Source: an optimization exercise on an open RTL-to-GDS flow (aim: small area, a short achievable clock period and few clock cycles). Production flows keep margins and buffers that such runs may drop. RTL that was checked went through simulation tests only; none was proved equivalent to the original. No activity file was given, so power comes from the tool's default toggle rates.

wip/ember:
## bellmanford
module bellmanford (reset, clock, GMAR1, GMDR1, GMAR2, GMDR2, IMAR, IMDR, WMAR1, WMAR2, WMDR1, WMDR2, WMWDR, WMWAR, WMWE, OMAR, OMDR, OMWAR, OMWDR, OMWE, NegCycle, Finish);
make LEC_CHECK=0 CAP_MARGIN=20 CORE_AREA='5 5 275 275' DIE_AREA='0 0 280 280' SLEW_MARGIN=20 finish   # period 5.0 ns
run.sh (not shown) runs the stock make flow with config.mk's settings and CLKGATE_MAP_FILE= SYNTH_SCRIPT=/design/flow/synth_recipe.tcl, a recipe that flattens the netlist after the stock synthesis.
In wip/ember the implementation completed, yet the final layout does not meet the checks, the culprit being setup timing.
--- input diff wip/ember..wip/amber ---
--- a/flow/design.v
+++ b/flow/design.v
@@ -44,28 +44,26 @@
 reg [2:0] fslot;       
 reg [12:0] fline;      
 reg [5:0] passm1;      
 reg ncc;               
 reg nproc;             
 reg [63:0] dirty;      
 reg [5:0] nxt;         
 reg nxt_has;
-reg fresh;             
-reg fwdf;              
 reg [5:0] wa;          
 reg [7:0] wdist;
 reg [5:0] wpred;
 reg [5:0] X;           
 reg ep, rst_d;         
 always @(posedge clock) begin
     rst_d <= reset;
     if (reset && !rst_d) ep <= !ep;
 end
-wire fwd2 = (st == E) ? fwdf : (WMWE && (wa == X));
+wire fwd2 = WMWE && (wa == iv);
 wire [7:0] rdist2 = fwd2 ? wdist : WMDR2[21:14];
 wire valid2 = fwd2 || (WMDR2[13:0] == {ep, IMAR});
 wire [7:0] nw = DistU + iw;
 wire relax = (st == E) && (!valid2 || ($signed(rdist2) > $signed(nw)));
 function [6:0] pe8;    
     input [7:0] x;
     begin
         casez (x)
@@ -106,18 +104,17 @@
 wire wa_c = WMWE && (wa > U);
 wire iv_c = relax && (iv > U);
 wire wa_lt = !nxt_has || (wa < nxt);
 wire iv_lt = !nxt_has || (iv < nxt);
 wire iv_lt_wa = iv < wa;
 wire keep_nxt = !(wa_c && wa_lt) && !(iv_c && iv_lt);   
 wire abv_has = nxt_has || wa_c || iv_c;
 wire [5:0] abv_alt = (iv_c && (!wa_c || iv_lt_wa)) ? iv : wa;
-wire [63:0] own = fresh ? (64'd1 << U) : 64'd0;
-wire any_has = (|(dirty & ~own)) || relax;
+wire any_has = (|dirty) || relax;
 wire ncc_eff = ncc || relax;
 wire done = (st == NX) || (st == E && icnt == 6'd0);
 wire ahead = (st == E) && (icnt == 6'd0);
 wire [5:0] Ur = ahead ? nxt : U;
 assign GMAR1 = (st == QS) ? 13'd0 : {7'd0, Ur};
 assign GMAR2 = (st == NS || ahead) ? GMDR1[12:0] : fline;
 assign WMAR1 = {7'd0, Ur};
 assign WMAR2 = {7'd0, (st == E) ? iv : X};
@@ -164,51 +161,48 @@
             IMAR <= IMAR + 13'd1;
             OMWE <= 1'b0;
             st <= NS;
         end
         NS: begin
             DistU <= (WMWE && wa == U) ? wdist : WMDR1[21:14];
             dirty[U] <= 1'b0;
             WMWE <= 1'b0;
-            fwdf <= 1'b0;
             nxt <= pe_u[5:0];
             nxt_has <= pe_u[6];
             if (U == Nm1) nproc <= 1'b1;
             iv <= v1;
             iw <= GMDR2[103:96];
             icnt <= L - 6'd1;
             fslot <= 3'd2;
             fline <= GMDR1[12:0];
             st <= (L == 6'd0) ? NX : E;
         end
         E: begin
             nxt <= pe_u[5:0];
             nxt_has <= pe_u[6];
-            WMWE <= relax;
-            wa <= iv;
-            wdist <= nw;
-            wpred <= U;
-            if (fresh) dirty[U] <= 1'b0;
             if (relax) begin
+                WMWE <= 1'b1;
+                wa <= iv;
+                wdist <= nw;
+                wpred <= U;
                 dirty[iv] <= 1'b1;
                 ncc <= 1'b1;
-            end
+            end else
+                WMWE <= 1'b0;
             if (icnt != 6'd0) begin
-                fwdf <= relax && (slotw[13:8] - 6'd1 == iv);
                 iv <= slotw[13:8] - 6'd1;
                 iw <= slotw[7:0];
                 icnt <= icnt - 6'd1;
                 fslot <= fslot + 3'd1;
                 if (fslot == 3'd7) fline <= fline + 13'd1;
             end
         end
         NX: begin
             WMWE <= 1'b0;
-            if (fresh) dirty[U] <= 1'b0;
         end
         PK: begin
             U <= pe_u[5:0];
             st <= NS;
         end
         OA: begin
             OMWDR <= {8'd0, rdist2};
             OMWE <= 1'b1;
@@ -243,36 +237,32 @@
             Finish <= 1'b1;
         end
         NG: begin
             WMWE <= 1'b0;
             NegCycle <= 1'b1;
         end
         default: st <= QS;
         endcase
-        fresh <= 1'b0;
-        if (ahead) begin
-            nxt <= pe_n[5:0];
-            nxt_has <= pe_n[6];
-            DistU <= (relax && iv == nxt) ? nw :
-                     (WMWE && wa == nxt) ? wdist : WMDR1[21:14];
-            if (nxt == Nm1 && nxt_has) nproc <= 1'b1;
-            fwdf <= relax && (v1 == iv);
-            iv <= v1;
-            iw <= GMDR2[103:96];
-            icnt <= L - 6'd1;
-            fslot <= 3'd2;
-            fline <= GMDR1[12:0];
-        end
         if (done) begin
             X <= IMDR[5:0] - 6'd1;
             if (abv_has) begin
                 if (keep_nxt && nxt_has && st == E) begin
                     U <= nxt;
-                    fresh <= 1'b1;
+                    nxt <= pe_n[5:0];
+                    nxt_has <= pe_n[6];
+                    DistU <= (relax && iv == nxt) ? nw :
+                             (WMWE && wa == nxt) ? wdist : WMDR1[21:14];
+                    dirty[nxt] <= 1'b0;
+                    if (nxt == Nm1) nproc <= 1'b1;
+                    iv <= v1;
+                    iw <= GMDR2[103:96];
+                    icnt <= L - 6'd1;
+                    fslot <= 3'd2;
+                    fline <= GMDR1[12:0];
                     st <= (L == 6'd0) ? NX : E;
                 end else begin
                     U <= keep_nxt ? nxt : abv_alt;
                     st <= NS;
                 end
             end else if (passm1 == 6'd0 && !nproc && any_has) begin
                 st <= PK;
             end else if (!ncc_eff || !any_has) begin
### Flow results
- wip/amber closes out successfully: all stages finished, all timing, DRC and antenna checks passed.
- For the setup slack, wip/amber came in 140 ps higher than wip/ember did.
- Diff wip/ember -> wip/amber | worst path arrival time | decrease of 250 ps
- wip/ember → wip/amber: die outline area has remained practically unchanged, clock latency of the later-clocked register in the worst-skew pair has remained practically unchanged, share of total power in the clock network has decreased.
- The synthesis-to-layout area growth of wip/amber is lower than that of wip/ember.
- wip/amber vs wip/ember: logic gate share of total power up
- From wip/ember to wip/amber the numbers moved as follows: first-iteration DRC count up about 9%; post-place instance area up 1.2%.
- More vias were needed by wip/amber than by wip/ember.
- wip/amber vs wip/ember on final area: wip/amber is the higher one.
- In wip/amber relative to wip/ember, number of enable flip-flop cells after synthesis had gone down slightly.
- Cmp wip/amber vs wip/ember: amount of wire on met3 after detailed routing lower in wip/amber
- Period utilization in wip/amber vs wip/ember: down 2.7 points
Testbench counts of wip/amber, summed over its fixed seeds: cycles 23,190.
Only the layout flow was run in wip/ember; the RTL was not checked for function there.

port drivers added, routing unchanged:
The results above use ideal ports. As a check the final layouts listed here were re-extracted and re-timed, cells and wires unchanged.
Step 1, drivers: a clkbuf_16 drives clock and a buf_2 each remaining input, both assumed.
Step 2, shift: input delay + t, output delay - t, t = (earliest + latest rising clock arrival at the registers) / 2. This alone moves slack from input paths to output paths.
a / b / c = no drivers / after step 1 / after step 2; a / b = the first two.
run | t (ns) | setup slack, ns | worst setup path at the end | slew at the worst register clock pin (ns) | worst slew at a driven data input, ns
wip/ember | 0.619 | -0.020 / -0.020 / -0.020 | register to register | 0.07 / 0.07 | 0.15
wip/amber | 0.623 | 0.115 / 0.115 / 0.059 | input to register | 0.07 / 0.07 | 0.15
For wip/amber, which loses most, drivers alone change the setup slack by 0.000 ns; drivers and shift together by -0.056 ns.
